What follows belongs to an exercise in optimizing a design on an open flow for small area and a short achievable clock period; a production flow would make more cautious choices. In this exercise RTL edits were held to simulation tests only and were not proved equivalent to the original. Power is estimated from default activity; no workload was simulated.

==> flow/design.v (outline; a module is shown in full before it is edited, if it fits) <==
// module arb_fp: 15 lines
// module arb_rr: 34 lines
// module tree_plru: 51 lines
// module age_matrix: 34 lines
// module arb_matrix: 16 lines
// module real_mux_onehot: 33 lines
// module arb_vrp: 128 lines
// module arb_g_o22ai: 3 lines
// module arb_g_a22oi: 3 lines
// module arb_g_nor: 3 lines
// module arb_g_nand: 3 lines
// module arb_g_and: 3 lines
// module arb_ao3n: 7 lines
// module arb_ao2n: 7 lines
// module arb_nand_n: 6 lines
// module arb_mux_bit: 15 lines
// module arb_vrp_top: 912 lines
module arb_vrp_top (
    input               clk,
    input               rst_n,
    input   [31:0]      v_vld_s,
    output  [31:0]      v_rdy_s,
    input   [1023:0]    v_pld_s,
    output              vld_m,
    input               rdy_m,
    output  [31:0]      pld_m
);
  // ...
==> flow/flow/run.sh <==
#!/bin/bash
# Standard ORFS layout with two changes: ports are buffered with buf_1 instead
# of the delay buffer that buffer_ports picks by default, and CTS inserts no
# dummy loads. Make's output goes to flow_make.log; each ORFS step keeps its
# own log under orfs/logs/.
set -uo pipefail
bash standard.sh \
    "BUFFER_PORTS_ARGS=-buffer_cell sky130_fd_sc_hd__buf_1" \
    "CTS_ARGS=-sink_clustering_enable -repair_clock_nets -dont_use_dummy_load" \
    finish > flow_make.log 2>&1
==> flow/standard.sh <==
#!/bin/bash
# synth_recipe.tcl (not shown) runs the flow's synth.tcl, then flattens the netlist and writes it again
# the make line also repeats each setting of config.mk as NAME=value (left out here)
make -C /OpenROAD-flow-scripts/flow DESIGN_CONFIG=/design/flow/config.mk WORK_HOME=/design/flow/orfs CLKGATE_MAP_FILE= SYNTH_SCRIPT=/design/flow/synth_recipe.tcl "${@:-finish}"
==> flow/config.mk <==
export PLATFORM = sky130hd
export DESIGN_NAME = arb_vrp_top
export DESIGN_NICKNAME = arb_vrp_top
export VERILOG_FILES = /design/flow/design.v
export SDC_FILE = /design/flow/constraint.sdc
export NUM_CORES = 4
export LEC_CHECK = 0
export CAP_MARGIN = 40
export CORE_AREA = 5 5 395 395
export DIE_AREA = 0 0 400 400
export SETUP_SLACK_MARGIN = 2.6
export SLEW_MARGIN = 40
export SYNTH_HIERARCHICAL = 1
export SYNTH_MINIMUM_KEEP_SIZE = 0
==> flow/constraint.sdc <==
create_clock -name core_clock -period 7.0 [get_ports {clk}]
set_input_delay 1.4000 -clock core_clock [delete_from_list [all_inputs] [get_ports {clk}]]
set_output_delay 1.4000 -clock core_clock [all_outputs]
set_load 0.01 [all_outputs]
==> impl_metrics.toml, run 1 <==
[final_layout]
nNetsFinal = 5561
num-nonclk-buffers = 1510
drive_gt1_frac = 0.231
clock_area_frac = 0.0378
multi_input_area_share = 0.417
largest_cell_class = "multi-input combinational cells"
regArea_sq_um = 10800
buf_share = 0.203
n_clock_buffer = 61

[clocking]
clk_pin_slew_ps = 50
insertion_delay_ps = 740
htree_levels = 2
cts-buffers-inserted = 61

[sta]
max_slew_margin = 0.307
hold_violations = 0

[min_path]
hp-start = "age_q[0]"
hold_end = "age_q[0]"

[power_and_ir_drop]
p_comb_w = 0.00214
power_density_nw_per_um2 = 207
max-vdd-ir-drop_v = 0.000199
leakage_nw = 14.0

[placed_design]
dp_hpwl_um = 227000
dpl_cell_area_sq_um = 35800
portBuffers = 1123

[critical_path]
arrival_ps = 3110
path_cells = "buf_6, buf_12, clkinvlp_4, buf_6, buf_4, o22ai_1, nor4_4, nand3_2, nor2_4, buf_6"
timing.rr.end = "pld_m_r[8]"

[logic_synthesis]
syn_avg_cell_area_sq_um = 8.99
muxShareOfSynthArea = 0
synth-seq-cells = 530
yosysTopAreaCellShare = 0.360

[drt]
drtIter0Drc = 7875
wl_met2_um = 120000
via_count = 39200

[die]
die_x_um = 400
taps = 2030

[grt]
grtUsageMet1 = 0.410

[status]
outcome = "timing/DRC/antenna clean"
==> inputs of run 2 (changes only) <==
--- a/flow/design.v
+++ b/flow/design.v
@@ -499,8 +499,8 @@
 arb_g_nand #(.K(2)) r3_la1 (.x({v_vld_s[2], blk_n[61]}), .y(r3_lp1));
 arb_g_nor #(.K(4)) r3_ug0 (.x({r3_up0, r3_up1, r3_up2, r3_up3}), .y(r3_uf0));
 arb_g_nor #(.K(4)) r3_ug1 (.x({r3_up4, r3_up5, r3_up6, r3_up7}), .y(r3_uf1));
-arb_g_nor #(.K(4)) r3_ug2 (.x({r3_up8, r3_up9, r3_up10, r3_up11}), .y(r3_uf2));
-arb_g_nor #(.K(2)) r3_ug3 (.x({r3_up12, r3_up13}), .y(r3_uf3));
+arb_g_nor #(.K(3)) r3_ug2 (.x({r3_up8, r3_up9, r3_up10}), .y(r3_uf2));
+arb_g_nor #(.K(3)) r3_ug3 (.x({r3_up11, r3_up12, r3_up13}), .y(r3_uf3));
 arb_g_and #(.K(2)) r3_lg0 (.x({r3_lp0, r3_lp1}), .y(r3_lf0));
 arb_g_nand #(.K(3)) r3_fa (.x({r3_uf0, r3_uf1, r3_uf2}), .y(r3_na));
 arb_g_nand #(.K(3)) r3_fbg (.x({r3_uf3, r3_lf0, v_vld_s[3]}), .y(r3_nbg));
@@ -526,8 +526,8 @@
 arb_g_a22oi r4_la1 (.a1(v_vld_s[2]), .a2(blk_n[62]), .b1(v_vld_s[3]), .b2(blk_n[90]), .y(r4_lp1));
 arb_g_nor #(.K(4)) r4_ug0 (.x({r4_up0, r4_up1, r4_up2, r4_up3}), .y(r4_uf0));
 arb_g_nor #(.K(4)) r4_ug1 (.x({r4_up4, r4_up5, r4_up6, r4_up7}), .y(r4_uf1));
-arb_g_nor #(.K(4)) r4_ug2 (.x({r4_up8, r4_up9, r4_up10, r4_up11}), .y(r4_uf2));
-arb_g_nor #(.K(2)) r4_ug3 (.x({r4_up12, r4_up13}), .y(r4_uf3));
+arb_g_nor #(.K(3)) r4_ug2 (.x({r4_up8, r4_up9, r4_up10}), .y(r4_uf2));
+arb_g_nor #(.K(3)) r4_ug3 (.x({r4_up11, r4_up12, r4_up13}), .y(r4_uf3));
 arb_g_and #(.K(2)) r4_lg0 (.x({r4_lp0, r4_lp1}), .y(r4_lf0));
 arb_g_nand #(.K(3)) r4_fa (.x({r4_uf0, r4_uf1, r4_uf2}), .y(r4_na));
 arb_g_nand #(.K(3)) r4_fbg (.x({r4_uf3, r4_lf0, v_vld_s[4]}), .y(r4_nbg));
@@ -552,9 +552,9 @@
 arb_g_a22oi r5_la1 (.a1(v_vld_s[2]), .a2(blk_n[63]), .b1(v_vld_s[3]), .b2(blk_n[91]), .y(r5_lp1));
 arb_g_nand #(.K(2)) r5_la2 (.x({v_vld_s[4], blk_n[118]}), .y(r5_lp2));
 arb_g_nor #(.K(4)) r5_ug0 (.x({r5_up0, r5_up1, r5_up2, r5_up3}), .y(r5_uf0));
-arb_g_nor #(.K(4)) r5_ug1 (.x({r5_up4, r5_up5, r5_up6, r5_up7}), .y(r5_uf1));
-arb_g_nor #(.K(4)) r5_ug2 (.x({r5_up8, r5_up9, r5_up10, r5_up11}), .y(r5_uf2));
-arb_g_nor #(.K(1)) r5_ug3 (.x({r5_up12}), .y(r5_uf3));
+arb_g_nor #(.K(3)) r5_ug1 (.x({r5_up4, r5_up5, r5_up6}), .y(r5_uf1));
+arb_g_nor #(.K(3)) r5_ug2 (.x({r5_up7, r5_up8, r5_up9}), .y(r5_uf2));
+arb_g_nor #(.K(3)) r5_ug3 (.x({r5_up10, r5_up11, r5_up12}), .y(r5_uf3));
 arb_g_and #(.K(3)) r5_lg0 (.x({r5_lp0, r5_lp1, r5_lp2}), .y(r5_lf0));
 arb_g_nand #(.K(3)) r5_fa (.x({r5_uf0, r5_uf1, r5_uf2}), .y(r5_na));
 arb_g_nand #(.K(3)) r5_fbg (.x({r5_uf3, r5_lf0, v_vld_s[5]}), .y(r5_nbg));
@@ -579,9 +579,9 @@
 arb_g_a22oi r6_la1 (.a1(v_vld_s[2]), .a2(blk_n[64]), .b1(v_vld_s[3]), .b2(blk_n[92]), .y(r6_lp1));
 arb_g_a22oi r6_la2 (.a1(v_vld_s[4]), .a2(blk_n[119]), .b1(v_vld_s[5]), .b2(blk_n[145]), .y(r6_lp2));
 arb_g_nor #(.K(4)) r6_ug0 (.x({r6_up0, r6_up1, r6_up2, r6_up3}), .y(r6_uf0));
-arb_g_nor #(.K(4)) r6_ug1 (.x({r6_up4, r6_up5, r6_up6, r6_up7}), .y(r6_uf1));
-arb_g_nor #(.K(4)) r6_ug2 (.x({r6_up8, r6_up9, r6_up10, r6_up11}), .y(r6_uf2));
-arb_g_nor #(.K(1)) r6_ug3 (.x({r6_up12}), .y(r6_uf3));
+arb_g_nor #(.K(3)) r6_ug1 (.x({r6_up4, r6_up5, r6_up6}), .y(r6_uf1));
+arb_g_nor #(.K(3)) r6_ug2 (.x({r6_up7, r6_up8, r6_up9}), .y(r6_uf2));
+arb_g_nor #(.K(3)) r6_ug3 (.x({r6_up10, r6_up11, r6_up12}), .y(r6_uf3));
 arb_g_and #(.K(3)) r6_lg0 (.x({r6_lp0, r6_lp1, r6_lp2}), .y(r6_lf0));
 arb_g_nand #(.K(3)) r6_fa (.x({r6_uf0, r6_uf1, r6_uf2}), .y(r6_na));
 arb_g_nand #(.K(3)) r6_fbg (.x({r6_uf3, r6_lf0, v_vld_s[6]}), .y(r6_nbg));
@@ -640,7 +640,7 @@
 arb_g_nand #(.K(4)) r8_fbr (.x({r8_uf2, r8_lf0, v_vld_s[8], rdy_m}), .y(r8_nbr));
 arb_g_nor #(.K(2)) r8_fg (.x({r8_na, r8_nbg}), .y(grant[8]));
 arb_g_nor #(.K(2)) r8_fr (.x({r8_na, r8_nbr}), .y(v_rdy_s[8]));
-logic r9_up0, r9_up1, r9_up2, r9_up3, r9_up4, r9_up5, r9_up6, r9_up7, r9_up8, r9_up9, r9_up10, r9_lp0, r9_lp1, r9_lp2, r9_lp3, r9_lp4, r9_uf0, r9_uf1, r9_uf2, r9_lf0, r9_na, r9_nbg, r9_nbr;
+logic r9_up0, r9_up1, r9_up2, r9_up3, r9_up4, r9_up5, r9_up6, r9_up7, r9_up8, r9_up9, r9_up10, r9_lp0, r9_lp1, r9_lp2, r9_lp3, r9_lp4, r9_uf0, r9_uf1, r9_uf2, r9_lf0, r9_lf1, r9_na, r9_nbg, r9_nbr;
 arb_g_o22ai r9_uo0 (.a1(nv[10]), .a2(blk_n[243]), .b1(nv[11]), .b2(blk_n[244]), .y(r9_up0));
 arb_g_o22ai r9_uo1 (.a1(nv[12]), .a2(blk_n[245]), .b1(nv[13]), .b2(blk_n[246]), .y(r9_up1));
 arb_g_o22ai r9_uo2 (.a1(nv[14]), .a2(blk_n[247]), .b1(nv[15]), .b2(blk_n[248]), .y(r9_up2));
@@ -660,13 +660,14 @@
 arb_g_nor #(.K(4)) r9_ug0 (.x({r9_up0, r9_up1, r9_up2, r9_up3}), .y(r9_uf0));
 arb_g_nor #(.K(4)) r9_ug1 (.x({r9_up4, r9_up5, r9_up6, r9_up7}), .y(r9_uf1));
 arb_g_nor #(.K(3)) r9_ug2 (.x({r9_up8, r9_up9, r9_up10}), .y(r9_uf2));
-arb_g_and #(.K(4)) r9_lg0 (.x({r9_lp0, r9_lp1, r9_lp2, r9_lp3}), .y(r9_lf0));
+arb_g_and #(.K(3)) r9_lg0 (.x({r9_lp0, r9_lp1, r9_lp2}), .y(r9_lf0));
+arb_g_and #(.K(2)) r9_lg1 (.x({r9_lp3, r9_lp4}), .y(r9_lf1));
 arb_g_nand #(.K(3)) r9_fa (.x({r9_uf0, r9_uf1, r9_uf2}), .y(r9_na));
-arb_g_nand #(.K(3)) r9_fbg (.x({r9_lf0, r9_lp4, v_vld_s[9]}), .y(r9_nbg));
-arb_g_nand #(.K(4)) r9_fbr (.x({r9_lf0, r9_lp4, v_vld_s[9], rdy_m}), .y(r9_nbr));
+arb_g_nand #(.K(3)) r9_fbg (.x({r9_lf0, r9_lf1, v_vld_s[9]}), .y(r9_nbg));
+arb_g_nand #(.K(4)) r9_fbr (.x({r9_lf0, r9_lf1, v_vld_s[9], rdy_m}), .y(r9_nbr));
 arb_g_nor #(.K(2)) r9_fg (.x({r9_na, r9_nbg}), .y(grant[9]));
 arb_g_nor #(.K(2)) r9_fr (.x({r9_na, r9_nbr}), .y(v_rdy_s[9]));
-logic r10_up0, r10_up1, r10_up2, r10_up3, r10_up4, r10_up5, r10_up6, r10_up7, r10_up8, r10_up9, r10_up10, r10_lp0, r10_lp1, r10_lp2, r10_lp3, r10_lp4, r10_uf0, r10_uf1, r10_uf2, r10_lf0, r10_na, r10_nbg, r10_nbr;
+logic r10_up0, r10_up1, r10_up2, r10_up3, r10_up4, r10_up5, r10_up6, r10_up7, r10_up8, r10_up9, r10_up10, r10_lp0, r10_lp1, r10_lp2, r10_lp3, r10_lp4, r10_uf0, r10_uf1, r10_uf2, r10_lf0, r10_lf1, r10_na, r10_nbg, r10_nbr;
 arb_g_o22ai r10_uo0 (.a1(nv[11]), .a2(blk_n[265]), .b1(nv[12]), .b2(blk_n[266]), .y(r10_up0));
 arb_g_o22ai r10_uo1 (.a1(nv[13]), .a2(blk_n[267]), .b1(nv[14]), .b2(blk_n[268]), .y(r10_up1));
 arb_g_o22ai r10_uo2 (.a1(nv[15]), .a2(blk_n[269]), .b1(nv[16]), .b2(blk_n[270]), .y(r10_up2));
@@ -686,10 +687,11 @@
 arb_g_nor #(.K(4)) r10_ug0 (.x({r10_up0, r10_up1, r10_up2, r10_up3}), .y(r10_uf0));
 arb_g_nor #(.K(4)) r10_ug1 (.x({r10_up4, r10_up5, r10_up6, r10_up7}), .y(r10_uf1));
 arb_g_nor #(.K(3)) r10_ug2 (.x({r10_up8, r10_up9, r10_up10}), .y(r10_uf2));
-arb_g_and #(.K(4)) r10_lg0 (.x({r10_lp0, r10_lp1, r10_lp2, r10_lp3}), .y(r10_lf0));
+arb_g_and #(.K(3)) r10_lg0 (.x({r10_lp0, r10_lp1, r10_lp2}), .y(r10_lf0));
+arb_g_and #(.K(2)) r10_lg1 (.x({r10_lp3, r10_lp4}), .y(r10_lf1));
 arb_g_nand #(.K(3)) r10_fa (.x({r10_uf0, r10_uf1, r10_uf2}), .y(r10_na));
-arb_g_nand #(.K(3)) r10_fbg (.x({r10_lf0, r10_lp4, v_vld_s[10]}), .y(r10_nbg));
-arb_g_nand #(.K(4)) r10_fbr (.x({r10_lf0, r10_lp4, v_vld_s[10], rdy_m}), .y(r10_nbr));
+arb_g_nand #(.K(3)) r10_fbg (.x({r10_lf0, r10_lf1, v_vld_s[10]}), .y(r10_nbg));
+arb_g_nand #(.K(4)) r10_fbr (.x({r10_lf0, r10_lf1, v_vld_s[10], rdy_m}), .y(r10_nbr));
 arb_g_nor #(.K(2)) r10_fg (.x({r10_na, r10_nbg}), .y(grant[10]));
 arb_g_nor #(.K(2)) r10_fr (.x({r10_na, r10_nbr}), .y(v_rdy_s[10]));
 logic r11_up0, r11_up1, r11_up2, r11_up3, r11_up4, r11_up5, r11_up6, r11_up7, r11_up8, r11_up9, r11_lp0, r11_lp1, r11_lp2, r11_lp3, r11_lp4, r11_lp5, r11_uf0, r11_uf1, r11_uf2, r11_lf0, r11_lf1, r11_na, r11_nbg, r11_nbr;
@@ -710,10 +712,10 @@
 arb_g_a22oi r11_la4 (.a1(v_vld_s[8]), .a2(blk_n[222]), .b1(v_vld_s[9]), .b2(blk_n[244]), .y(r11_lp4));
 arb_g_nand #(.K(2)) r11_la5 (.x({v_vld_s[10], blk_n[265]}), .y(r11_lp5));
 arb_g_nor #(.K(4)) r11_ug0 (.x({r11_up0, r11_up1, r11_up2, r11_up3}), .y(r11_uf0));
-arb_g_nor #(.K(4)) r11_ug1 (.x({r11_up4, r11_up5, r11_up6, r11_up7}), .y(r11_uf1));
-arb_g_nor #(.K(2)) r11_ug2 (.x({r11_up8, r11_up9}), .y(r11_uf2));
-arb_g_and #(.K(4)) r11_lg0 (.x({r11_lp0, r11_lp1, r11_lp2, r11_lp3}), .y(r11_lf0));
-arb_g_and #(.K(2)) r11_lg1 (.x({r11_lp4, r11_lp5}), .y(r11_lf1));
+arb_g_nor #(.K(3)) r11_ug1 (.x({r11_up4, r11_up5, r11_up6}), .y(r11_uf1));
+arb_g_nor #(.K(3)) r11_ug2 (.x({r11_up7, r11_up8, r11_up9}), .y(r11_uf2));
+arb_g_and #(.K(3)) r11_lg0 (.x({r11_lp0, r11_lp1, r11_lp2}), .y(r11_lf0));
+arb_g_and #(.K(3)) r11_lg1 (.x({r11_lp3, r11_lp4, r11_lp5}), .y(r11_lf1));
 arb_g_nand #(.K(3)) r11_fa (.x({r11_uf0, r11_uf1, r11_uf2}), .y(r11_na));
 arb_g_nand #(.K(3)) r11_fbg (.x({r11_lf0, r11_lf1, v_vld_s[11]}), .y(r11_nbg));
 arb_g_nand #(.K(4)) r11_fbr (.x({r11_lf0, r11_lf1, v_vld_s[11], rdy_m}), .y(r11_nbr));
@@ -737,10 +739,10 @@
 arb_g_a22oi r12_la4 (.a1(v_vld_s[8]), .a2(blk_n[223]), .b1(v_vld_s[9]), .b2(blk_n[245]), .y(r12_lp4));
 arb_g_a22oi r12_la5 (.a1(v_vld_s[10]), .a2(blk_n[266]), .b1(v_vld_s[11]), .b2(blk_n[286]), .y(r12_lp5));
 arb_g_nor #(.K(4)) r12_ug0 (.x({r12_up0, r12_up1, r12_up2, r12_up3}), .y(r12_uf0));
-arb_g_nor #(.K(4)) r12_ug1 (.x({r12_up4, r12_up5, r12_up6, r12_up7}), .y(r12_uf1));
-arb_g_nor #(.K(2)) r12_ug2 (.x({r12_up8, r12_up9}), .y(r12_uf2));
-arb_g_and #(.K(4)) r12_lg0 (.x({r12_lp0, r12_lp1, r12_lp2, r12_lp3}), .y(r12_lf0));
-arb_g_and #(.K(2)) r12_lg1 (.x({r12_lp4, r12_lp5}), .y(r12_lf1));
+arb_g_nor #(.K(3)) r12_ug1 (.x({r12_up4, r12_up5, r12_up6}), .y(r12_uf1));
+arb_g_nor #(.K(3)) r12_ug2 (.x({r12_up7, r12_up8, r12_up9}), .y(r12_uf2));
+arb_g_and #(.K(3)) r12_lg0 (.x({r12_lp0, r12_lp1, r12_lp2}), .y(r12_lf0));
+arb_g_and #(.K(3)) r12_lg1 (.x({r12_lp3, r12_lp4, r12_lp5}), .y(r12_lf1));
 arb_g_nand #(.K(3)) r12_fa (.x({r12_uf0, r12_uf1, r12_uf2}), .y(r12_na));
 arb_g_nand #(.K(3)) r12_fbg (.x({r12_lf0, r12_lf1, v_vld_s[12]}), .y(r12_nbg));
 arb_g_nand #(.K(4)) r12_fbr (.x({r12_lf0, r12_lf1, v_vld_s[12], rdy_m}), .y(r12_nbr));
@@ -763,9 +765,9 @@
 arb_g_a22oi r13_la4 (.a1(v_vld_s[8]), .a2(blk_n[224]), .b1(v_vld_s[9]), .b2(blk_n[246]), .y(r13_lp4));
 arb_g_a22oi r13_la5 (.a1(v_vld_s[10]), .a2(blk_n[267]), .b1(v_vld_s[11]), .b2(blk_n[287]), .y(r13_lp5));
 arb_g_nand #(.K(2)) r13_la6 (.x({v_vld_s[12], blk_n[306]}), .y(r13_lp6));
-arb_g_nor #(.K(4)) r13_ug0 (.x({r13_up0, r13_up1, r13_up2, r13_up3}), .y(r13_uf0));
-arb_g_nor #(.K(4)) r13_ug1 (.x({r13_up4, r13_up5, r13_up6, r13_up7}), .y(r13_uf1));
-arb_g_nor #(.K(1)) r13_ug2 (.x({r13_up8}), .y(r13_uf2));
+arb_g_nor #(.K(3)) r13_ug0 (.x({r13_up0, r13_up1, r13_up2}), .y(r13_uf0));
+arb_g_nor #(.K(3)) r13_ug1 (.x({r13_up3, r13_up4, r13_up5}), .y(r13_uf1));
+arb_g_nor #(.K(3)) r13_ug2 (.x({r13_up6, r13_up7, r13_up8}), .y(r13_uf2));
 arb_g_and #(.K(4)) r13_lg0 (.x({r13_lp0, r13_lp1, r13_lp2, r13_lp3}), .y(r13_lf0));
 arb_g_and #(.K(3)) r13_lg1 (.x({r13_lp4, r13_lp5, r13_lp6}), .y(r13_lf1));
 arb_g_nand #(.K(3)) r13_fa (.x({r13_uf0, r13_uf1, r13_uf2}), .y(r13_na));
@@ -790,9 +792,9 @@
 arb_g_a22oi r14_la4 (.a1(v_vld_s[8]), .a2(blk_n[225]), .b1(v_vld_s[9]), .b2(blk_n[247]), .y(r14_lp4));
 arb_g_a22oi r14_la5 (.a1(v_vld_s[10]), .a2(blk_n[268]), .b1(v_vld_s[11]), .b2(blk_n[288]), .y(r14_lp5));
 arb_g_a22oi r14_la6 (.a1(v_vld_s[12]), .a2(blk_n[307]), .b1(v_vld_s[13]), .b2(blk_n[325]), .y(r14_lp6));
-arb_g_nor #(.K(4)) r14_ug0 (.x({r14_up0, r14_up1, r14_up2, r14_up3}), .y(r14_uf0));
-arb_g_nor #(.K(4)) r14_ug1 (.x({r14_up4, r14_up5, r14_up6, r14_up7}), .y(r14_uf1));
-arb_g_nor #(.K(1)) r14_ug2 (.x({r14_up8}), .y(r14_uf2));
+arb_g_nor #(.K(3)) r14_ug0 (.x({r14_up0, r14_up1, r14_up2}), .y(r14_uf0));
+arb_g_nor #(.K(3)) r14_ug1 (.x({r14_up3, r14_up4, r14_up5}), .y(r14_uf1));
+arb_g_nor #(.K(3)) r14_ug2 (.x({r14_up6, r14_up7, r14_up8}), .y(r14_uf2));
 arb_g_and #(.K(4)) r14_lg0 (.x({r14_lp0, r14_lp1, r14_lp2, r14_lp3}), .y(r14_lf0));
 arb_g_and #(.K(3)) r14_lg1 (.x({r14_lp4, r14_lp5, r14_lp6}), .y(r14_lf1));
 arb_g_nand #(.K(3)) r14_fa (.x({r14_uf0, r14_uf1, r14_uf2}), .y(r14_na));
@@ -852,7 +854,7 @@
 arb_g_nand #(.K(4)) r16_fbr (.x({r16_lf0, r16_lf1, v_vld_s[16], rdy_m}), .y(r16_nbr));
 arb_g_nor #(.K(2)) r16_fg (.x({r16_na, r16_nbg}), .y(grant[16]));
 arb_g_nor #(.K(2)) r16_fr (.x({r16_na, r16_nbr}), .y(v_rdy_s[16]));
-logic r17_up0, r17_up1, r17_up2, r17_up3, r17_up4, r17_up5, r17_up6, r17_lp0, r17_lp1, r17_lp2, r17_lp3, r17_lp4, r17_lp5, r17_lp6, r17_lp7, r17_lp8, r17_uf0, r17_uf1, r17_lf0, r17_lf1, r17_na, r17_nbg, r17_nbr;
+logic r17_up0, r17_up1, r17_up2, r17_up3, r17_up4, r17_up5, r17_up6, r17_lp0, r17_lp1, r17_lp2, r17_lp3, r17_lp4, r17_lp5, r17_lp6, r17_lp7, r17_lp8, r17_uf0, r17_uf1, r17_lf0, r17_lf1, r17_lf2, r17_na, r17_nbg, r17_nbr;
 arb_g_o22ai r17_uo0 (.a1(nv[18]), .a2(blk_n[391]), .b1(nv[19]), .b2(blk_n[392]), .y(r17_up0));
 arb_g_o22ai r17_uo1 (.a1(nv[20]), .a2(blk_n[393]), .b1(nv[21]), .b2(blk_n[394]), .y(r17_up1));
 arb_g_o22ai r17_uo2 (.a1(nv[22]), .a2(blk_n[395]), .b1(nv[23]), .b2(blk_n[396]), .y(r17_up2));
@@ -871,14 +873,15 @@
 arb_g_nand #(.K(2)) r17_la8 (.x({v_vld_s[16], blk_n[376]}), .y(r17_lp8));
 arb_g_nor #(.K(4)) r17_ug0 (.x({r17_up0, r17_up1, r17_up2, r17_up3}), .y(r17_uf0));
 arb_g_nor #(.K(3)) r17_ug1 (.x({r17_up4, r17_up5, r17_up6}), .y(r17_uf1));
-arb_g_and #(.K(4)) r17_lg0 (.x({r17_lp0, r17_lp1, r17_lp2, r17_lp3}), .y(r17_lf0));
-arb_g_and #(.K(4)) r17_lg1 (.x({r17_lp4, r17_lp5, r17_lp6, r17_lp7}), .y(r17_lf1));
+arb_g_and #(.K(3)) r17_lg0 (.x({r17_lp0, r17_lp1, r17_lp2}), .y(r17_lf0));
+arb_g_and #(.K(3)) r17_lg1 (.x({r17_lp3, r17_lp4, r17_lp5}), .y(r17_lf1));
+arb_g_and #(.K(3)) r17_lg2 (.x({r17_lp6, r17_lp7, r17_lp8}), .y(r17_lf2));
 arb_g_nand #(.K(3)) r17_fa (.x({r17_uf0, r17_uf1, r17_lf0}), .y(r17_na));
-arb_g_nand #(.K(3)) r17_fbg (.x({r17_lf1, r17_lp8, v_vld_s[17]}), .y(r17_nbg));
-arb_g_nand #(.K(4)) r17_fbr (.x({r17_lf1, r17_lp8, v_vld_s[17], rdy_m}), .y(r17_nbr));
+arb_g_nand #(.K(3)) r17_fbg (.x({r17_lf1, r17_lf2, v_vld_s[17]}), .y(r17_nbg));
+arb_g_nand #(.K(4)) r17_fbr (.x({r17_lf1, r17_lf2, v_vld_s[17], rdy_m}), .y(r17_nbr));
 arb_g_nor #(.K(2)) r17_fg (.x({r17_na, r17_nbg}), .y(grant[17]));
 arb_g_nor #(.K(2)) r17_fr (.x({r17_na, r17_nbr}), .y(v_rdy_s[17]));
-logic r18_up0, r18_up1, r18_up2, r18_up3, r18_up4, r18_up5, r18_up6, r18_lp0, r18_lp1, r18_lp2, r18_lp3, r18_lp4, r18_lp5, r18_lp6, r18_lp7, r18_lp8, r18_uf0, r18_uf1, r18_lf0, r18_lf1, r18_na, r18_nbg, r18_nbr;
+logic r18_up0, r18_up1, r18_up2, r18_up3, r18_up4, r18_up5, r18_up6, r18_lp0, r18_lp1, r18_lp2, r18_lp3, r18_lp4, r18_lp5, r18_lp6, r18_lp7, r18_lp8, r18_uf0, r18_uf1, r18_lf0, r18_lf1, r18_lf2, r18_na, r18_nbg, r18_nbr;
 arb_g_o22ai r18_uo0 (.a1(nv[19]), .a2(blk_n[405]), .b1(nv[20]), .b2(blk_n[406]), .y(r18_up0));
 arb_g_o22ai r18_uo1 (.a1(nv[21]), .a2(blk_n[407]), .b1(nv[22]), .b2(blk_n[408]), .y(r18_up1));
 arb_g_o22ai r18_uo2 (.a1(nv[23]), .a2(blk_n[409]), .b1(nv[24]), .b2(blk_n[410]), .y(r18_up2));
@@ -897,11 +900,12 @@
 arb_g_a22oi r18_la8 (.a1(v_vld_s[16]), .a2(blk_n[377]), .b1(v_vld_s[17]), .b2(blk_n[391]), .y(r18_lp8));
 arb_g_nor #(.K(4)) r18_ug0 (.x({r18_up0, r18_up1, r18_up2, r18_up3}), .y(r18_uf0));
 arb_g_nor #(.K(3)) r18_ug1 (.x({r18_up4, r18_up5, r18_up6}), .y(r18_uf1));
-arb_g_and #(.K(4)) r18_lg0 (.x({r18_lp0, r18_lp1, r18_lp2, r18_lp3}), .y(r18_lf0));
-arb_g_and #(.K(4)) r18_lg1 (.x({r18_lp4, r18_lp5, r18_lp6, r18_lp7}), .y(r18_lf1));
+arb_g_and #(.K(3)) r18_lg0 (.x({r18_lp0, r18_lp1, r18_lp2}), .y(r18_lf0));
+arb_g_and #(.K(3)) r18_lg1 (.x({r18_lp3, r18_lp4, r18_lp5}), .y(r18_lf1));
+arb_g_and #(.K(3)) r18_lg2 (.x({r18_lp6, r18_lp7, r18_lp8}), .y(r18_lf2));
 arb_g_nand #(.K(3)) r18_fa (.x({r18_uf0, r18_uf1, r18_lf0}), .y(r18_na));
-arb_g_nand #(.K(3)) r18_fbg (.x({r18_lf1, r18_lp8, v_vld_s[18]}), .y(r18_nbg));
-arb_g_nand #(.K(4)) r18_fbr (.x({r18_lf1, r18_lp8, v_vld_s[18], rdy_m}), .y(r18_nbr));
+arb_g_nand #(.K(3)) r18_fbg (.x({r18_lf1, r18_lf2, v_vld_s[18]}), .y(r18_nbg));
+arb_g_nand #(.K(4)) r18_fbr (.x({r18_lf1, r18_lf2, v_vld_s[18], rdy_m}), .y(r18_nbr));
 arb_g_nor #(.K(2)) r18_fg (.x({r18_na, r18_nbg}), .y(grant[18]));
 arb_g_nor #(.K(2)) r18_fr (.x({r18_na, r18_nbr}), .y(v_rdy_s[18]));
 logic r19_up0, r19_up1, r19_up2, r19_up3, r19_up4, r19_up5, r19_lp0, r19_lp1, r19_lp2, r19_lp3, r19_lp4, r19_lp5, r19_lp6, r19_lp7, r19_lp8, r19_lp9, r19_uf0, r19_uf1, r19_lf0, r19_lf1, r19_lf2, r19_na, r19_nbg, r19_nbr;
@@ -921,11 +925,11 @@
 arb_g_a22oi r19_la7 (.a1(v_vld_s[14]), .a2(blk_n[347]), .b1(v_vld_s[15]), .b2(blk_n[363]), .y(r19_lp7));
 arb_g_a22oi r19_la8 (.a1(v_vld_s[16]), .a2(blk_n[378]), .b1(v_vld_s[17]), .b2(blk_n[392]), .y(r19_lp8));
 arb_g_nand #(.K(2)) r19_la9 (.x({v_vld_s[18], blk_n[405]}), .y(r19_lp9));
-arb_g_nor #(.K(4)) r19_ug0 (.x({r19_up0, r19_up1, r19_up2, r19_up3}), .y(r19_uf0));
-arb_g_nor #(.K(2)) r19_ug1 (.x({r19_up4, r19_up5}), .y(r19_uf1));
+arb_g_nor #(.K(3)) r19_ug0 (.x({r19_up0, r19_up1, r19_up2}), .y(r19_uf0));
+arb_g_nor #(.K(3)) r19_ug1 (.x({r19_up3, r19_up4, r19_up5}), .y(r19_uf1));
 arb_g_and #(.K(4)) r19_lg0 (.x({r19_lp0, r19_lp1, r19_lp2, r19_lp3}), .y(r19_lf0));
-arb_g_and #(.K(4)) r19_lg1 (.x({r19_lp4, r19_lp5, r19_lp6, r19_lp7}), .y(r19_lf1));
-arb_g_and #(.K(2)) r19_lg2 (.x({r19_lp8, r19_lp9}), .y(r19_lf2));
+arb_g_and #(.K(3)) r19_lg1 (.x({r19_lp4, r19_lp5, r19_lp6}), .y(r19_lf1));
+arb_g_and #(.K(3)) r19_lg2 (.x({r19_lp7, r19_lp8, r19_lp9}), .y(r19_lf2));
 arb_g_nand #(.K(3)) r19_fa (.x({r19_uf0, r19_uf1, r19_lf0}), .y(r19_na));
 arb_g_nand #(.K(3)) r19_fbg (.x({r19_lf1, r19_lf2, v_vld_s[19]}), .y(r19_nbg));
 arb_g_nand #(.K(4)) r19_fbr (.x({r19_lf1, r19_lf2, v_vld_s[19], rdy_m}), .y(r19_nbr));
@@ -948,11 +952,11 @@
 arb_g_a22oi r20_la7 (.a1(v_vld_s[14]), .a2(blk_n[348]), .b1(v_vld_s[15]), .b2(blk_n[364]), .y(r20_lp7));
 arb_g_a22oi r20_la8 (.a1(v_vld_s[16]), .a2(blk_n[379]), .b1(v_vld_s[17]), .b2(blk_n[393]), .y(r20_lp8));
 arb_g_a22oi r20_la9 (.a1(v_vld_s[18]), .a2(blk_n[406]), .b1(v_vld_s[19]), .b2(blk_n[418]), .y(r20_lp9));
-arb_g_nor #(.K(4)) r20_ug0 (.x({r20_up0, r20_up1, r20_up2, r20_up3}), .y(r20_uf0));
-arb_g_nor #(.K(2)) r20_ug1 (.x({r20_up4, r20_up5}), .y(r20_uf1));
+arb_g_nor #(.K(3)) r20_ug0 (.x({r20_up0, r20_up1, r20_up2}), .y(r20_uf0));
+arb_g_nor #(.K(3)) r20_ug1 (.x({r20_up3, r20_up4, r20_up5}), .y(r20_uf1));
 arb_g_and #(.K(4)) r20_lg0 (.x({r20_lp0, r20_lp1, r20_lp2, r20_lp3}), .y(r20_lf0));
-arb_g_and #(.K(4)) r20_lg1 (.x({r20_lp4, r20_lp5, r20_lp6, r20_lp7}), .y(r20_lf1));
-arb_g_and #(.K(2)) r20_lg2 (.x({r20_lp8, r20_lp9}), .y(r20_lf2));
+arb_g_and #(.K(3)) r20_lg1 (.x({r20_lp4, r20_lp5, r20_lp6}), .y(r20_lf1));
+arb_g_and #(.K(3)) r20_lg2 (.x({r20_lp7, r20_lp8, r20_lp9}), .y(r20_lf2));
 arb_g_nand #(.K(3)) r20_fa (.x({r20_uf0, r20_uf1, r20_lf0}), .y(r20_na));
 arb_g_nand #(.K(3)) r20_fbg (.x({r20_lf1, r20_lf2, v_vld_s[20]}), .y(r20_nbg));
 arb_g_nand #(.K(4)) r20_fbr (.x({r20_lf1, r20_lf2, v_vld_s[20], rdy_m}), .y(r20_nbr));
@@ -975,8 +979,8 @@
 arb_g_a22oi r21_la8 (.a1(v_vld_s[16]), .a2(blk_n[380]), .b1(v_vld_s[17]), .b2(blk_n[394]), .y(r21_lp8));
 arb_g_a22oi r21_la9 (.a1(v_vld_s[18]), .a2(blk_n[407]), .b1(v_vld_s[19]), .b2(blk_n[419]), .y(r21_lp9));
 arb_g_nand #(.K(2)) r21_la10 (.x({v_vld_s[20], blk_n[430]}), .y(r21_lp10));
-arb_g_nor #(.K(4)) r21_ug0 (.x({r21_up0, r21_up1, r21_up2, r21_up3}), .y(r21_uf0));
-arb_g_nor #(.K(1)) r21_ug1 (.x({r21_up4}), .y(r21_uf1));
+arb_g_nor #(.K(3)) r21_ug0 (.x({r21_up0, r21_up1, r21_up2}), .y(r21_uf0));
+arb_g_nor #(.K(2)) r21_ug1 (.x({r21_up3, r21_up4}), .y(r21_uf1));
 arb_g_and #(.K(4)) r21_lg0 (.x({r21_lp0, r21_lp1, r21_lp2, r21_lp3}), .y(r21_lf0));
 arb_g_and #(.K(4)) r21_lg1 (.x({r21_lp4, r21_lp5, r21_lp6, r21_lp7}), .y(r21_lf1));
 arb_g_and #(.K(3)) r21_lg2 (.x({r21_lp8, r21_lp9, r21_lp10}), .y(r21_lf2));
@@ -1002,8 +1006,8 @@
 arb_g_a22oi r22_la8 (.a1(v_vld_s[16]), .a2(blk_n[381]), .b1(v_vld_s[17]), .b2(blk_n[395]), .y(r22_lp8));
 arb_g_a22oi r22_la9 (.a1(v_vld_s[18]), .a2(blk_n[408]), .b1(v_vld_s[19]), .b2(blk_n[420]), .y(r22_lp9));
 arb_g_a22oi r22_la10 (.a1(v_vld_s[20]), .a2(blk_n[431]), .b1(v_vld_s[21]), .b2(blk_n[441]), .y(r22_lp10));
-arb_g_nor #(.K(4)) r22_ug0 (.x({r22_up0, r22_up1, r22_up2, r22_up3}), .y(r22_uf0));
-arb_g_nor #(.K(1)) r22_ug1 (.x({r22_up4}), .y(r22_uf1));
+arb_g_nor #(.K(3)) r22_ug0 (.x({r22_up0, r22_up1, r22_up2}), .y(r22_uf0));
+arb_g_nor #(.K(2)) r22_ug1 (.x({r22_up3, r22_up4}), .y(r22_uf1));
 arb_g_and #(.K(4)) r22_lg0 (.x({r22_lp0, r22_lp1, r22_lp2, r22_lp3}), .y(r22_lf0));
 arb_g_and #(.K(4)) r22_lg1 (.x({r22_lp4, r22_lp5, r22_lp6, r22_lp7}), .y(r22_lf1));
 arb_g_and #(.K(3)) r22_lg2 (.x({r22_lp8, r22_lp9, r22_lp10}), .y(r22_lf2));
@@ -1064,7 +1068,7 @@
 arb_g_nand #(.K(4)) r24_fbr (.x({r24_lf1, r24_lf2, v_vld_s[24], rdy_m}), .y(r24_nbr));
 arb_g_nor #(.K(2)) r24_fg (.x({r24_na, r24_nbg}), .y(grant[24]));
 arb_g_nor #(.K(2)) r24_fr (.x({r24_na, r24_nbr}), .y(v_rdy_s[24]));
-logic r25_up0, r25_up1, r25_up2, r25_lp0, r25_lp1, r25_lp2, r25_lp3, r25_lp4, r25_lp5, r25_lp6, r25_lp7, r25_lp8, r25_lp9, r25_lp10, r25_lp11, r25_lp12, r25_uf0, r25_lf0, r25_lf1, r25_lf2, r25_na, r25_nbg, r25_nbr;
+logic r25_up0, r25_up1, r25_up2, r25_lp0, r25_lp1, r25_lp2, r25_lp3, r25_lp4, r25_lp5, r25_lp6, r25_lp7, r25_lp8, r25_lp9, r25_lp10, r25_lp11, r25_lp12, r25_uf0, r25_lf0, r25_lf1, r25_lf2, r25_lf3, r25_na, r25_nbg, r25_nbr;
 arb_g_o22ai r25_uo0 (.a1(nv[26]), .a2(blk_n[475]), .b1(nv[27]), .b2(blk_n[476]), .y(r25_up0));
 arb_g_o22ai r25_uo1 (.a1(nv[28]), .a2(blk_n[477]), .b1(nv[29]), .b2(blk_n[478]), .y(r25_up1));
 arb_g_o22ai r25_uo2 (.a1(nv[30]), .a2(blk_n[479]), .b1(nv[31]), .b2(blk_n[480]), .y(r25_up2));
@@ -1083,14 +1087,15 @@
 arb_g_nand #(.K(2)) r25_la12 (.x({v_vld_s[24], blk_n[468]}), .y(r25_lp12));
 arb_g_nor #(.K(3)) r25_ug0 (.x({r25_up0, r25_up1, r25_up2}), .y(r25_uf0));
 arb_g_and #(.K(4)) r25_lg0 (.x({r25_lp0, r25_lp1, r25_lp2, r25_lp3}), .y(r25_lf0));
-arb_g_and #(.K(4)) r25_lg1 (.x({r25_lp4, r25_lp5, r25_lp6, r25_lp7}), .y(r25_lf1));
-arb_g_and #(.K(4)) r25_lg2 (.x({r25_lp8, r25_lp9, r25_lp10, r25_lp11}), .y(r25_lf2));
+arb_g_and #(.K(3)) r25_lg1 (.x({r25_lp4, r25_lp5, r25_lp6}), .y(r25_lf1));
+arb_g_and #(.K(3)) r25_lg2 (.x({r25_lp7, r25_lp8, r25_lp9}), .y(r25_lf2));
+arb_g_and #(.K(3)) r25_lg3 (.x({r25_lp10, r25_lp11, r25_lp12}), .y(r25_lf3));
 arb_g_nand #(.K(3)) r25_fa (.x({r25_uf0, r25_lf0, r25_lf1}), .y(r25_na));
-arb_g_nand #(.K(3)) r25_fbg (.x({r25_lf2, r25_lp12, v_vld_s[25]}), .y(r25_nbg));
-arb_g_nand #(.K(4)) r25_fbr (.x({r25_lf2, r25_lp12, v_vld_s[25], rdy_m}), .y(r25_nbr));
+arb_g_nand #(.K(3)) r25_fbg (.x({r25_lf2, r25_lf3, v_vld_s[25]}), .y(r25_nbg));
+arb_g_nand #(.K(4)) r25_fbr (.x({r25_lf2, r25_lf3, v_vld_s[25], rdy_m}), .y(r25_nbr));
 arb_g_nor #(.K(2)) r25_fg (.x({r25_na, r25_nbg}), .y(grant[25]));
 arb_g_nor #(.K(2)) r25_fr (.x({r25_na, r25_nbr}), .y(v_rdy_s[25]));
-logic r26_up0, r26_up1, r26_up2, r26_lp0, r26_lp1, r26_lp2, r26_lp3, r26_lp4, r26_lp5, r26_lp6, r26_lp7, r26_lp8, r26_lp9, r26_lp10, r26_lp11, r26_lp12, r26_uf0, r26_lf0, r26_lf1, r26_lf2, r26_na, r26_nbg, r26_nbr;
+logic r26_up0, r26_up1, r26_up2, r26_lp0, r26_lp1, r26_lp2, r26_lp3, r26_lp4, r26_lp5, r26_lp6, r26_lp7, r26_lp8, r26_lp9, r26_lp10, r26_lp11, r26_lp12, r26_uf0, r26_lf0, r26_lf1, r26_lf2, r26_lf3, r26_na, r26_nbg, r26_nbr;
 arb_g_o22ai r26_uo0 (.a1(nv[27]), .a2(blk_n[481]), .b1(nv[28]), .b2(blk_n[482]), .y(r26_up0));
 arb_g_o22ai r26_uo1 (.a1(nv[29]), .a2(blk_n[483]), .b1(nv[30]), .b2(blk_n[484]), .y(r26_up1));
 arb_g_nor #(.K(2)) r26_uo2 (.x({nv[31], blk_n[485]}), .y(r26_up2));
@@ -1109,11 +1114,12 @@
 arb_g_a22oi r26_la12 (.a1(v_vld_s[24]), .a2(blk_n[469]), .b1(v_vld_s[25]), .b2(blk_n[475]), .y(r26_lp12));
 arb_g_nor #(.K(3)) r26_ug0 (.x({r26_up0, r26_up1, r26_up2}), .y(r26_uf0));
 arb_g_and #(.K(4)) r26_lg0 (.x({r26_lp0, r26_lp1, r26_lp2, r26_lp3}), .y(r26_lf0));
-arb_g_and #(.K(4)) r26_lg1 (.x({r26_lp4, r26_lp5, r26_lp6, r26_lp7}), .y(r26_lf1));
-arb_g_and #(.K(4)) r26_lg2 (.x({r26_lp8, r26_lp9, r26_lp10, r26_lp11}), .y(r26_lf2));
+arb_g_and #(.K(3)) r26_lg1 (.x({r26_lp4, r26_lp5, r26_lp6}), .y(r26_lf1));
+arb_g_and #(.K(3)) r26_lg2 (.x({r26_lp7, r26_lp8, r26_lp9}), .y(r26_lf2));
+arb_g_and #(.K(3)) r26_lg3 (.x({r26_lp10, r26_lp11, r26_lp12}), .y(r26_lf3));
 arb_g_nand #(.K(3)) r26_fa (.x({r26_uf0, r26_lf0, r26_lf1}), .y(r26_na));
-arb_g_nand #(.K(3)) r26_fbg (.x({r26_lf2, r26_lp12, v_vld_s[26]}), .y(r26_nbg));
-arb_g_nand #(.K(4)) r26_fbr (.x({r26_lf2, r26_lp12, v_vld_s[26], rdy_m}), .y(r26_nbr));
+arb_g_nand #(.K(3)) r26_fbg (.x({r26_lf2, r26_lf3, v_vld_s[26]}), .y(r26_nbg));
+arb_g_nand #(.K(4)) r26_fbr (.x({r26_lf2, r26_lf3, v_vld_s[26], rdy_m}), .y(r26_nbr));
 arb_g_nor #(.K(2)) r26_fg (.x({r26_na, r26_nbg}), .y(grant[26]));
 arb_g_nor #(.K(2)) r26_fr (.x({r26_na, r26_nbr}), .y(v_rdy_s[26]));
 logic r27_up0, r27_up1, r27_lp0, r27_lp1, r27_lp2, r27_lp3, r27_lp4, r27_lp5, r27_lp6, r27_lp7, r27_lp8, r27_lp9, r27_lp10, r27_lp11, r27_lp12, r27_lp13, r27_uf0, r27_lf0, r27_lf1, r27_lf2, r27_lf3, r27_na, r27_nbg, r27_nbr;
@@ -1136,8 +1142,8 @@
 arb_g_nor #(.K(2)) r27_ug0 (.x({r27_up0, r27_up1}), .y(r27_uf0));
 arb_g_and #(.K(4)) r27_lg0 (.x({r27_lp0, r27_lp1, r27_lp2, r27_lp3}), .y(r27_lf0));
 arb_g_and #(.K(4)) r27_lg1 (.x({r27_lp4, r27_lp5, r27_lp6, r27_lp7}), .y(r27_lf1));
-arb_g_and #(.K(4)) r27_lg2 (.x({r27_lp8, r27_lp9, r27_lp10, r27_lp11}), .y(r27_lf2));
-arb_g_and #(.K(2)) r27_lg3 (.x({r27_lp12, r27_lp13}), .y(r27_lf3));
+arb_g_and #(.K(3)) r27_lg2 (.x({r27_lp8, r27_lp9, r27_lp10}), .y(r27_lf2));
+arb_g_and #(.K(3)) r27_lg3 (.x({r27_lp11, r27_lp12, r27_lp13}), .y(r27_lf3));
 arb_g_nand #(.K(3)) r27_fa (.x({r27_uf0, r27_lf0, r27_lf1}), .y(r27_na));
 arb_g_nand #(.K(3)) r27_fbg (.x({r27_lf2, r27_lf3, v_vld_s[27]}), .y(r27_nbg));
 arb_g_nand #(.K(4)) r27_fbr (.x({r27_lf2, r27_lf3, v_vld_s[27], rdy_m}), .y(r27_nbr));
@@ -1163,8 +1169,8 @@
 arb_g_nor #(.K(2)) r28_ug0 (.x({r28_up0, r28_up1}), .y(r28_uf0));
 arb_g_and #(.K(4)) r28_lg0 (.x({r28_lp0, r28_lp1, r28_lp2, r28_lp3}), .y(r28_lf0));
 arb_g_and #(.K(4)) r28_lg1 (.x({r28_lp4, r28_lp5, r28_lp6, r28_lp7}), .y(r28_lf1));
-arb_g_and #(.K(4)) r28_lg2 (.x({r28_lp8, r28_lp9, r28_lp10, r28_lp11}), .y(r28_lf2));
-arb_g_and #(.K(2)) r28_lg3 (.x({r28_lp12, r28_lp13}), .y(r28_lf3));
+arb_g_and #(.K(3)) r28_lg2 (.x({r28_lp8, r28_lp9, r28_lp10}), .y(r28_lf2));
+arb_g_and #(.K(3)) r28_lg3 (.x({r28_lp11, r28_lp12, r28_lp13}), .y(r28_lf3));
 arb_g_nand #(.K(3)) r28_fa (.x({r28_uf0, r28_lf0, r28_lf1}), .y(r28_na));
 arb_g_nand #(.K(3)) r28_fbg (.x({r28_lf2, r28_lf3, v_vld_s[28]}), .y(r28_nbg));
 arb_g_nand #(.K(4)) r28_fbr (.x({r28_lf2, r28_lf3, v_vld_s[28], rdy_m}), .y(r28_nbr));
==> run 2 against run 1 <==
Still clean on timing, DRC and antenna. Synthesized area about the same. Design area shrank 1.5%. Setup slack better by 3.7 ps. Cell count barely moved. Die area did not move. Sequential power is essentially flat. Sequential share of layout area increased by 0.41 points. Via count is 0.44% lower. Core utilization decreased by 0.40 points. Critical path type is now in2reg. Largest power group unchanged.
==> impl_metrics.toml, run 2 <==
[logic_synthesis]
syn_avg_cell_area_sq_um = 8.98
ys_seq_area_frac = 0.390
yosysMostFrequentCell = "nand2_1"
synthArstFlopShare = 0.0642
ys_warn_count = 7
synth-seq-cells = 530
synth_ff_type = "dfxtp_1"
syn_nets = 4133
synth_common_cells = "nand2_1 (535), dfxtp_1 (496), o21ai_0 (480)"
ys_types = 33
synth_area_leaders = "dfxtp_1 (36%), a22oi_2 (12%), a222oi_1 (12%), o21ai_0 (8.7%), nand2_1 (7.3%)"
netlist_area_sq_um = 27600
yosysTopAreaCell = "dfxtp_1"
yosysTopAreaCellShare = 0.360
synth_enable_flop_cells = 0
syn_inst = 3074

[critical_path]
timing.rr.end = "pld_m_r[1]"
arrival_ps = 5010
worstRegToRegCells = 13
critical_path.top_delay_family = "simple AND/OR/NAND/NOR gates"
worstSetupStartpointType = "primary input"
slowest_delay_ps = 990
cp-end-kind = "register"
path_max_fanout = 14
worstSetupPathType = "in2reg"
cp_slowest_cell = "a222oi_1"
reg2reg_slack_ps = 2770
cp.required_ps = 7510
timing.critical_path.mode_cell = "buf_4"
path_buf_inv = 5
path_cells = "buf_1, buf_6, clkinvlp_4, buf_4, o22ai_1, nor3_2, nand3_2, buf_4, nor2_4, a222oi_1, nand4_1, or3_1"
r2r-start = "run_q"

[final_layout]
fillers = 16700
reg_top3 = "age_q (496), pld_m_r (32)"
drive_gt1_frac = 0.216
instances_no_fill = 6603
largest_reg_flops = 496
multi_input_area_sq_um = 16700
regArea_sq_um = 10800
syn2layout_area_growth_pct = 44.2
final_cell_mix = "buf_1 (1072), nand2_1 (528), dfxtp_1 (496), o21ai_0 (480), a222oi_1 (320)"
final_common_cell = "buf_1"
nNetsFinal = 5515
regMostFlops = "age_q"

[die]
core-area_sq_um = 152000
io_pins = 1124
die_x_um = 400
die_h_um = 400
dieArea_sq_um = 160000
num_rows = 143
initial_utilization = 0.182

[job]
maxCapViolCount = 0

[min_path]
hold_end = "age_q[0]"
min_path_type = "reg2reg"
holdPathStages = 1
hp-start = "age_q[0]"

[placed_design]
gp_congestion = 1.07
portBuffers = 1123
dp_hpwl_um = 221000
dp.cells = 6328

[clocking]
clk_pin_slew_ps = 50
cts_tree = "yes"
insertion_delay_ps = 680
numClockSinks = 530
clock_path_buffers = 3
cts-root-buf = "clkbuf_16"
cts_hold_buf = 0
htree_levels = 2
cts-buffers-inserted = 61

[power_and_ir_drop]
power_switching_share = 0.333
power_density_nw_per_um2 = 209
power_frac_seq = 0.410
leakage_nw = 13.7
power_w = 0.00831
power_switching_w = 0.00277
p_int_w = 0.00554
p_clk_frac = 0.337
power_frac_comb = 0.253
max-vdd-ir-drop_v = 0.000207

[sta]
min_period_ps = 4510
rsz0062_at_grt = "true"
maxSlewViolCount = 0
hold_slack_ps = 510
tns_ps = 0
hold_violations = 0
max_slew_margin = 0.254
fin_skew_ps = 80.2
setup_violations = 0
tightest_slew_ps = 1120
fmax_mhz = 222
finalCritPeriodShare = 0.644

[grt]
grt_max_degree = 54
overflow = 0
grt_pass1_vias = 34800
grt_usage = 0.315
grt_pass1_wl_um = 336000
antenna_found_initial = 125

[drt]
first_pass_iters = 10
via_per_inst = 5.91
wl_per_cell_um = 40.9
drtIter0Drc = 7960
wirelength_um = 270000
route.detailed.drc = 0
ant_nets = 0
via_count = 39000

[status]
outcome = "timing/DRC/antenna clean"
-- run 2: cell count changes after synthesis, sizes merged --
cell / change
nor3: +26
and4: -16
nor2: -4
nor4: -16
and3: +26
and2: -4
inv: -6
-- run 2: power groups by stage --
| stage | clock (W) | sequential, W | combinational, W |
|---|---|---|---|
| 6_report | 0.00280 | 0.00341 | 0.00210 |
| 5_1_grt | 0.00292 | 0.00343 | 0.00216 |
| 4_1_cts | 0.00280 | 0.00340 | 0.00201 |
| 3_5_place_dp | 0 | 0.00346 | 0.00186 |
| 3_3_place_gp | 0 | 0.00347 | 0.00180 |
| 2_1_floorplan | 0 | 0.00346 | 0.000706 |
-- run 2: through the flow --
stage	cell area [sq um]	setup WS, ps	utilization
after global routing	39700	2520	0.262
after CTS	39100	2570	0.258
final	39800	2490	0.263
after global placement	35300	1020	0.233
after floorplan	27600	2710	-
after detailed placement	36000	1330	0.237
-- run 2: cell families (layout without fill, tap and decap cells) --
| logic type | count (synthesis) | after routing | synth area share |
|---|---|---|---|
| buffers and inverters | 179 | 1559 | 0.0326 |
| and+or+nand+nor | 1036 | 1036 | 0.193 |
| DFF | 530 | 530 | 0.390 |
| other | 1 | 120 | 0.000136 |
| AOI/OAI and AO/OA | 1328 | 1328 | 0.384 |
-- run 2: area by class of cell --
cell class	count	share of cell area
tap	2030	0.0638
timing repair inverter	10	0.00170
sequential	530	0.271
clock buffer	61	0.0383
inverter	33	0.00638
timing repair buffer	1455	0.193
multi-input combinational	2365	0.419
antenna	119	0.00748
-- run 2: worst register-to-register path, delay by kind of cell, from the launching register on --
| family | cells | cell delay (ps) |
|---|---|---|
| flip-flops | 1 | 540 |
| buffers and inverters | 5 | 1010 |
| AND/OR/NAND/NOR | 6 | 1640 |
| AO/OA/AOI/OAI | 2 | 880 |
-- run 2: worst max-delay path by stage --
| stage | depth (start not counted) | startpoint | end | slack (ps) |
|---|---|---|---|---|
| after floorplan | 9 | v_vld_s[31] | age_q[279] | 2710 |
| after global placement | 10 | v_vld_s[24] | pld_m_r[16] | 1020 |
| after detailed placement | 13 | v_vld_s[3] | pld_m_r[1] | 1330 |
| after CTS | 8 | v_vld_s[14] | v_rdy_s[28] | 2570 |
| after global routing | 8 | run_q | v_rdy_s[29] | 2520 |
| final | 12 | v_vld_s[22] | pld_m_r[23] | 2490 |
-- run 2: metal layers --
metal | part of all wire | global-route usage
met4 | 0.070 | 0.177
met3 | 0.15 | 0.163
met5 | 0.0019 | 0.0576
met1 | 0.37 | 0.372
met2 | 0.41 | 0.453
-- run 2: timing repair --
action / CTS / global route
resized for setup: 260 / 63
pin swaps: 61 / 39
cloned: 14 / 3
setup endpoints to repair: 42 / 31
setup buffers: 58 / 16
-- run 2: modules after synthesis, one instance, submodules excluded, excerpt --
module	times used	cell area [sq um]	flops+latches
arb_g_o22ai	240	6.26	0
arb_vrp_top	1	16500	530
arb_ao2n	32	12.5	0
arb_ao3n	320	10.0	0
arb_g_a22oi	240	12.5	0
==> inputs of run 3 (changes only) <==
==> flow/flow/run.sh (replaced) <==
#!/bin/bash
# Standard ORFS layout with these changes: ports are buffered with buf_1
# instead of the delay buffer that buffer_ports picks by default, and CTS uses
# clkbuf_8 and inserts no dummy loads. Make's output goes to flow_make.log;
# each ORFS step keeps its own log under orfs/logs/.
set -uo pipefail
bash standard.sh \
    "BUFFER_PORTS_ARGS=-buffer_cell sky130_fd_sc_hd__buf_1" \
    "CTS_ARGS=-sink_clustering_enable -repair_clock_nets -dont_use_dummy_load -buf_list sky130_fd_sc_hd__clkbuf_8" \
    finish > flow_make.log 2>&1
--- a/flow/config.mk
+++ b/flow/config.mk
@@ -8,7 +8,7 @@
 export CAP_MARGIN = 40
 export CORE_AREA = 5 5 395 395
 export DIE_AREA = 0 0 400 400
-export SETUP_SLACK_MARGIN = 2.6
+export SETUP_SLACK_MARGIN = 2.5
 export SLEW_MARGIN = 40
 export SYNTH_HIERARCHICAL = 1
 export SYNTH_MINIMUM_KEEP_SIZE = 0
==> run 3 against run 2 <==
Still clean on timing, DRC and antenna. Core utilization decreased by 0.28 points. Clock-buffer cell count rose by 34. Global-route usage is essentially flat. Critical path depth grew 1. First-iteration DRC count down 0.25%. Critical path type unchanged. Largest cell class unchanged. Highest routed layer unchanged.
==> impl_metrics.toml, run 3 <==
[grt]
grt_usage = 0.315
overflow = 0
grt_pass1_wl_um = 335000
antenna_found_initial = 126
grt_max_degree = 48
grt_pass1_vias = 34800

[sta]
fmax_mhz = 212
fin_skew_ps = 132
rsz0062_at_grt = "true"
maxSlewViolCount = 0
finalCritPeriodShare = 0.674
setup_violations = 0
tns_ps = 0
min_period_ps = 4720
timing.final.ws_setup_ps = 2280
hold_violations = 0
max_slew_margin = 0.275
tightest_slew_ps = 1090

[placed_design]
pre_cts_ws_ps = 1330
gp_congestion = 1.07
dp.cells = 6328
portBuffers = 1123
dp_hpwl_um = 221000

[drt]
ant_nets = 0
wirelength_um = 270000
first_pass_iters = 12
via_per_inst = 5.85
via_count = 38900
route.detailed.drc = 0
drtIter0Drc = 7940
wl_per_cell_um = 40.7

[die]
initial_utilization = 0.182
core-area_sq_um = 152000
die_x_um = 400
num_rows = 143
io_pins = 1124
dieArea_sq_um = 160000
die_h_um = 400

[logic_synthesis]
synthArstFlopShare = 0.0642
netlist_area_sq_um = 27600
yosysTopAreaCell = "dfxtp_1"
yosysTopAreaCellShare = 0.360
synth_enable_flop_cells = 0
syn_avg_cell_area_sq_um = 8.98
synth_ff_type = "dfxtp_1"
syn_nets = 4133
synth-seq-cells = 530
syn_inst = 3074
ys_types = 33
synth_area_leaders = "dfxtp_1 (36%), a22oi_2 (12%), a222oi_1 (12%), o21ai_0 (8.7%), nand2_1 (7.3%)"
synth_common_cells = "nand2_1 (535), dfxtp_1 (496), o21ai_0 (480)"
yosysMostFrequentCell = "nand2_1"
ys_seq_area_frac = 0.390
ys_warn_count = 7

[power_and_ir_drop]
p_clk_frac = 0.312
max-vdd-ir-drop_v = 0.000122
power_frac_comb = 0.260
power_switching_share = 0.347
p_int_w = 0.00520
power_density_nw_per_um2 = 202
power_frac_seq = 0.428
leakage_nw = 13.5
power_switching_w = 0.00276

[critical_path]
cp.required_ps = 7530
path_max_fanout = 19
worstSetupPathType = "in2reg"
arrival_ps = 5250
worstSetupStartpointType = "primary input"
cp-end-kind = "register"

[job]
maxCapViolCount = 0

[clocking]
numClockSinks = 530
cts_tree = "yes"
cts-root-buf = "clkbuf_8"
htree_levels = 3
insertion_delay_ps = 750
clock_path_buffers = 3
cts-buffers-inserted = 95
clk_pin_slew_ps = 60

[final_layout]
drive_gt1_frac = 0.219
reg_top3 = "age_q (496), pld_m_r (32)"
regMostFlops = "age_q"
syn2layout_area_growth_pct = 42.7
final_common_cell = "buf_1"
final_cell_mix = "buf_1 (1084), nand2_1 (519), dfxtp_1 (496), o21ai_0 (480), a222oi_1 (320)"
instances_no_fill = 6641
utilization = 0.260
largest_reg_flops = 496
nNetsFinal = 5538

[status]
outcome = "timing/DRC/antenna clean"

[min_path]
min_path_type = "reg2reg"
==> run 3: power groups by stage <==
stage	clock [W]	sequential [W]	combinational, W
global placement	0	0.00347	0.00180
floorplan	0	0.00346	0.000706
global route	0.00261	0.00343	0.00214
detailed placement	0	0.00346	0.00186
finish	0.00248	0.00341	0.00207
CTS	0.00249	0.00341	0.00198
==> run 3: through the flow <==
stage | cell area (sq um) | hold WS, ps | power (W)
after detailed placement | 36000 | 500 | 0.00532
after floorplan | 27600 | 477 | 0.00417
after CTS | 38500 | 509 | 0.00788
after global routing | 39300 | 532 | 0.00818
final | 39400 | 506 | 0.00797
after global placement | 35300 | 491 | 0.00527
==> run 3: path summary, 6_finish.rpt <==
| path | from | endpoint | slack [ps] | depth (start not counted) |
|---|---|---|---|---|
| max | v_vld_s[20] | pld_m_r[1] | 2280 | 13 |
| min | age_q[0] | age_q[0] | 510 | 1 |
| max reg2reg | run_q | pld_m_r[1] | 2600 | 13 |
| min reg2reg | age_q[0] | age_q[0] | 510 | 1 |
| max in group asynchronous | rst_n | pld_m_r[2] | 5510 | 2 |
| min in group asynchronous | rst_n | pld_m_r[14] | 870 | 2 |
==> run 3: routing by layer <==
layer | wire length (um) | track usage | up-vias
met5 | 519 | 0.0730 | -
met2 | 109000 | 0.444 | 3478
li1 | - | - | 15500
met4 | 20700 | 0.191 | 40
met1 | 99700 | 0.366 | 19200
met3 | 40000 | 0.170 | 611
==> run 3: cell families after synthesis <==
kind of cell / after synthesis / share of synthesized area
DFF: 530 / 0.390
and+or+nand+nor: 1036 / 0.193
AOI/OAI and AO/OA: 1328 / 0.384
other: 1 / 0.000136
buffers and inverters: 179 / 0.0326
==> run 3: per-module statistics from Yosys, one instance, submodules excluded, a selection <==
module / flip-flops and latches / cells
arb_vrp_top: 530 / 1772
arb_ao2n: 0 / 1
arb_g_a22oi: 0 / 1
arb_ao3n: 0 / 1
arb_g_o22ai: 0 / 1
==> run 3: layout make-up <==
class / instances / area [sq um]
inverters: 33 / 264
repair inverters: 9 / 62.6
diodes: 134 / 335
fillers: 16700 / 112000
repair buffers: 1445 / 7440
well taps: 2030 / 2540
clock buffers: 95 / 1310
flip-flops and latches: 530 / 10800
multi-input cells: 2365 / 16700
==> run 3: worst max-delay path: stages <==
cell,delay (ps)
buf_1,70
buf_4,320
clkinvlp_4,430
o22ai_1,310
nor3_2,80
nand3_2,120
nor2_4,130
buf_16,180
buf_8,150
buf_4,230
a222oi_1,880
nand4_1,440
or3_1,450
==> run 3: timing repair <==
action,CTS,global route
pin swaps,37,36
gates resized for setup,193,88
hold buffers,0,0
endpoints found under the setup margin,35,31
buffers inserted,35,25
cloned,13,5
==> inputs of run 4 (changes only) <==
==> flow/config.mk (replaced) <==
export PLATFORM = sky130hd
export DESIGN_NAME = arb_vrp_top
export DESIGN_NICKNAME = arb_vrp_top
export VERILOG_FILES = /design/flow/design.v
export SDC_FILE = /design/flow/constraint.sdc
export NUM_CORES = 4
export LEC_CHECK = 0
export CAP_MARGIN = 20
export CORE_AREA = 5 5 395 395
export DIE_AREA = 0 0 400 400
export SETUP_SLACK_MARGIN = 2.6
export SLEW_MARGIN = 20
export SYNTH_HIERARCHICAL = 1
export SYNTH_MINIMUM_KEEP_SIZE = 0
==> run 4 against run 3 <==
Highest routed layer unchanged. Non-clock buffer count down 20. Still clean on timing, DRC and antenna. Core utilization up 0.45 points. Total power up 1.5%. Synthesized cell count unchanged. Clock-buffer cell count up 2. Largest cell class unchanged.
==> impl_metrics.toml, run 4 <==
[drt]
via_per_inst = 5.98
wl_per_cell_um = 41.4
ant_nets = 0
first_pass_iters = 12
wirelength_um = 273000
drtIter0Drc = 8165
via_count = 39400

[clocking]
cts-buffers-inserted = 97
clk_pin_slew_ps = 60
cts_tree = "yes"
cts_hold_buf = 0
htree_levels = 3
numClockSinks = 530
clock_path_buffers = 3
cts-root-buf = "clkbuf_8"
insertion_delay_ps = 770

[grt]
grt_pass1_vias = 35000
antenna_found_initial = 131
grt_usage = 0.317
grt_pass1_wl_um = 338000
grt_max_degree = 48
overflow = 0

[logic_synthesis]
netlist_area_sq_um = 27600
synth_area_leaders = "dfxtp_1 (36%), a22oi_2 (12%), a222oi_1 (12%), o21ai_0 (8.7%), nand2_1 (7.3%)"
ys_seq_area_frac = 0.390
syn_avg_cell_area_sq_um = 8.98
synth_ff_type = "dfxtp_1"
yosysTopAreaCellShare = 0.360
ys_types = 33
ys_warn_count = 7
syn_nets = 4133
yosysTopAreaCell = "dfxtp_1"
syn_inst = 3074

[final_layout]
utilization = 0.264
syn2layout_area_growth_pct = 45.1
reg_top3 = "age_q (496), pld_m_r (32)"
drive_gt1_frac = 0.241
regMostFlops = "age_q"
final_cell_mix = "buf_1 (1067), dfxtp_1 (496), o21ai_0 (480), nand2_1 (446), a222oi_1 (320)"
nNetsFinal = 5523
largest_reg_flops = 496

[critical_path]
critical_path.top_delay_family = "buffers and inverters"
arrival_ps = 5180
cp-end-kind = "register"
worstSetupStartpointType = "primary input"
cp_slowest_cell = "a222oi_1"
slowest_delay_ps = 900
worstSetupPathType = "in2reg"
path_max_fanout = 22
path_cells = "buf_1, buf_6, clkinvlp_4, buf_4, o22ai_1, nor3_2, nand3_2, buf_4, nor2_4, buf_4, a222oi_1, nand4_1, or3_1"
path_buf_inv = 6
cp.required_ps = 7560

[die]
core-area_sq_um = 152000
initial_utilization = 0.182
io_pins = 1124
die_x_um = 400
die_h_um = 400
dieArea_sq_um = 160000

[placed_design]
gp_congestion = 1.07
dp_hpwl_um = 219000
portBuffers = 1123

[sta]
hold_violations = 0
tightest_slew_ps = 1440
rsz0062_at_grt = "true"
finalCritPeriodShare = 0.660
tns_ps = 0
setup_violations = 0

[min_path]
min_path_type = "reg2reg"

[power_and_ir_drop]
leakage_nw = 13.8

[status]
outcome = "timing/DRC/antenna clean"

[job]
maxCapViolCount = 0
[run 4: cell types whose count changed in the layout (fill, tap and decap cells not counted), sizes merged]
cell,previous run,this run
diode,134,105
buf,1416,1388
clkinvlp,17,30
clkbuf,121,133
inv,21,14
bufinv,4,1
bufbuf,3,1
[run 4: final timing paths]
check | from | endpoint | slack [ps] | depth (start not counted)
min reg2reg | age_q[0] | age_q[0] | 510 | 1
max | v_vld_s[14] | pld_m_r[1] | 2380 | 13
max reg2reg | run_q | pld_m_r[1] | 2680 | 13
min | age_q[0] | age_q[0] | 510 | 1
max in group asynchronous | rst_n | run_q | 5510 | 2
min in group asynchronous | rst_n | pld_m_r[14] | 860 | 2
[run 4: per-module statistics from Yosys (local to each module, per instance), a selection]
module | flip-flops and latches | times used
arb_vrp_top | 530 | 1
arb_g_a22oi | 0 | 240
arb_ao3n | 0 | 320
arb_ao2n | 0 | 32
arb_g_o22ai | 0 | 240
[run 4: metal layers]
| metal | track usage | routed length (um) | vias to the layer above |
|---|---|---|---|
| met5 | 0.0382 | 856 | - |
| met4 | 0.187 | 21000 | 46 |
| met3 | 0.160 | 41200 | 683 |
| met2 | 0.450 | 110000 | 3836 |
| met1 | 0.379 | 100000 | 19400 |
| li1 | - | - | 15500 |
[run 4: cell families (layout without fill, tap and decap cells)]
family,Yosys count,count (layout),share of synthesized area
AO/OA/AOI/OAI,1328,1328,0.384
AND/OR/NAND/NOR,1036,1036,0.193
flip-flops,530,530,0.390
buffers and inverters,179,1567,0.0326
other,1,106,0.000136
[run 4: report_power, final]
group | total (W) | leakage [nW] | switching (W) | internal [W]
logic | 0.00215 | 8.70 | 0.00139 | 0.000753
clock network | 0.00251 | 0.698 | 0.00130 | 0.00121
registers | 0.00343 | 4.45 | 0.000130 | 0.00330
total | 0.00809 | 13.8 | 0.00283 | 0.00526
[run 4: layout make-up]
cell class | instances | area, sq um
Antenna cell | 105 | 263
Tap cell | 2030 | 2540
Fill cell | 16600 | 111000
Inverter | 33 | 229
Multi-Input combinational cell | 2365 | 17000
Clock buffer | 97 | 1340
Timing Repair Buffer | 1425 | 7800
Sequential cell | 530 | 10800
Timing Repair inverter | 12 | 88.8
[run 4: timing repair]
item / in CTS / in global routing
endpoints found under the setup margin: 263 / 31
gates resized for setup: 332 / 144
buffers inserted: 69 / 13
endpoints found under the hold margin: 0 / 0
pin swaps: 75 / 70
cloned: 20 / 13
[run 4: stage by stage]
step	setup WS, ps	cells	area, sq um	total power [W]
floorplan	2710	3074	27600	0.00417
global placement	1020	6263	35300	0.00527
detailed placement	1280	6275	35400	0.00528
CTS	2540	6461	38900	0.00795
global route	2520	6534	39900	0.00827
finish	2380	6597	40100	0.00809

Setup slack of run 4, layout unchanged: 2.379 ns with ideal ports, 2.355 ns with driving cells assumed (clock clkbuf_16, inputs buf_2), 1.566 ns with port delays also shifted by the 0.788 ns mid clock arrival.
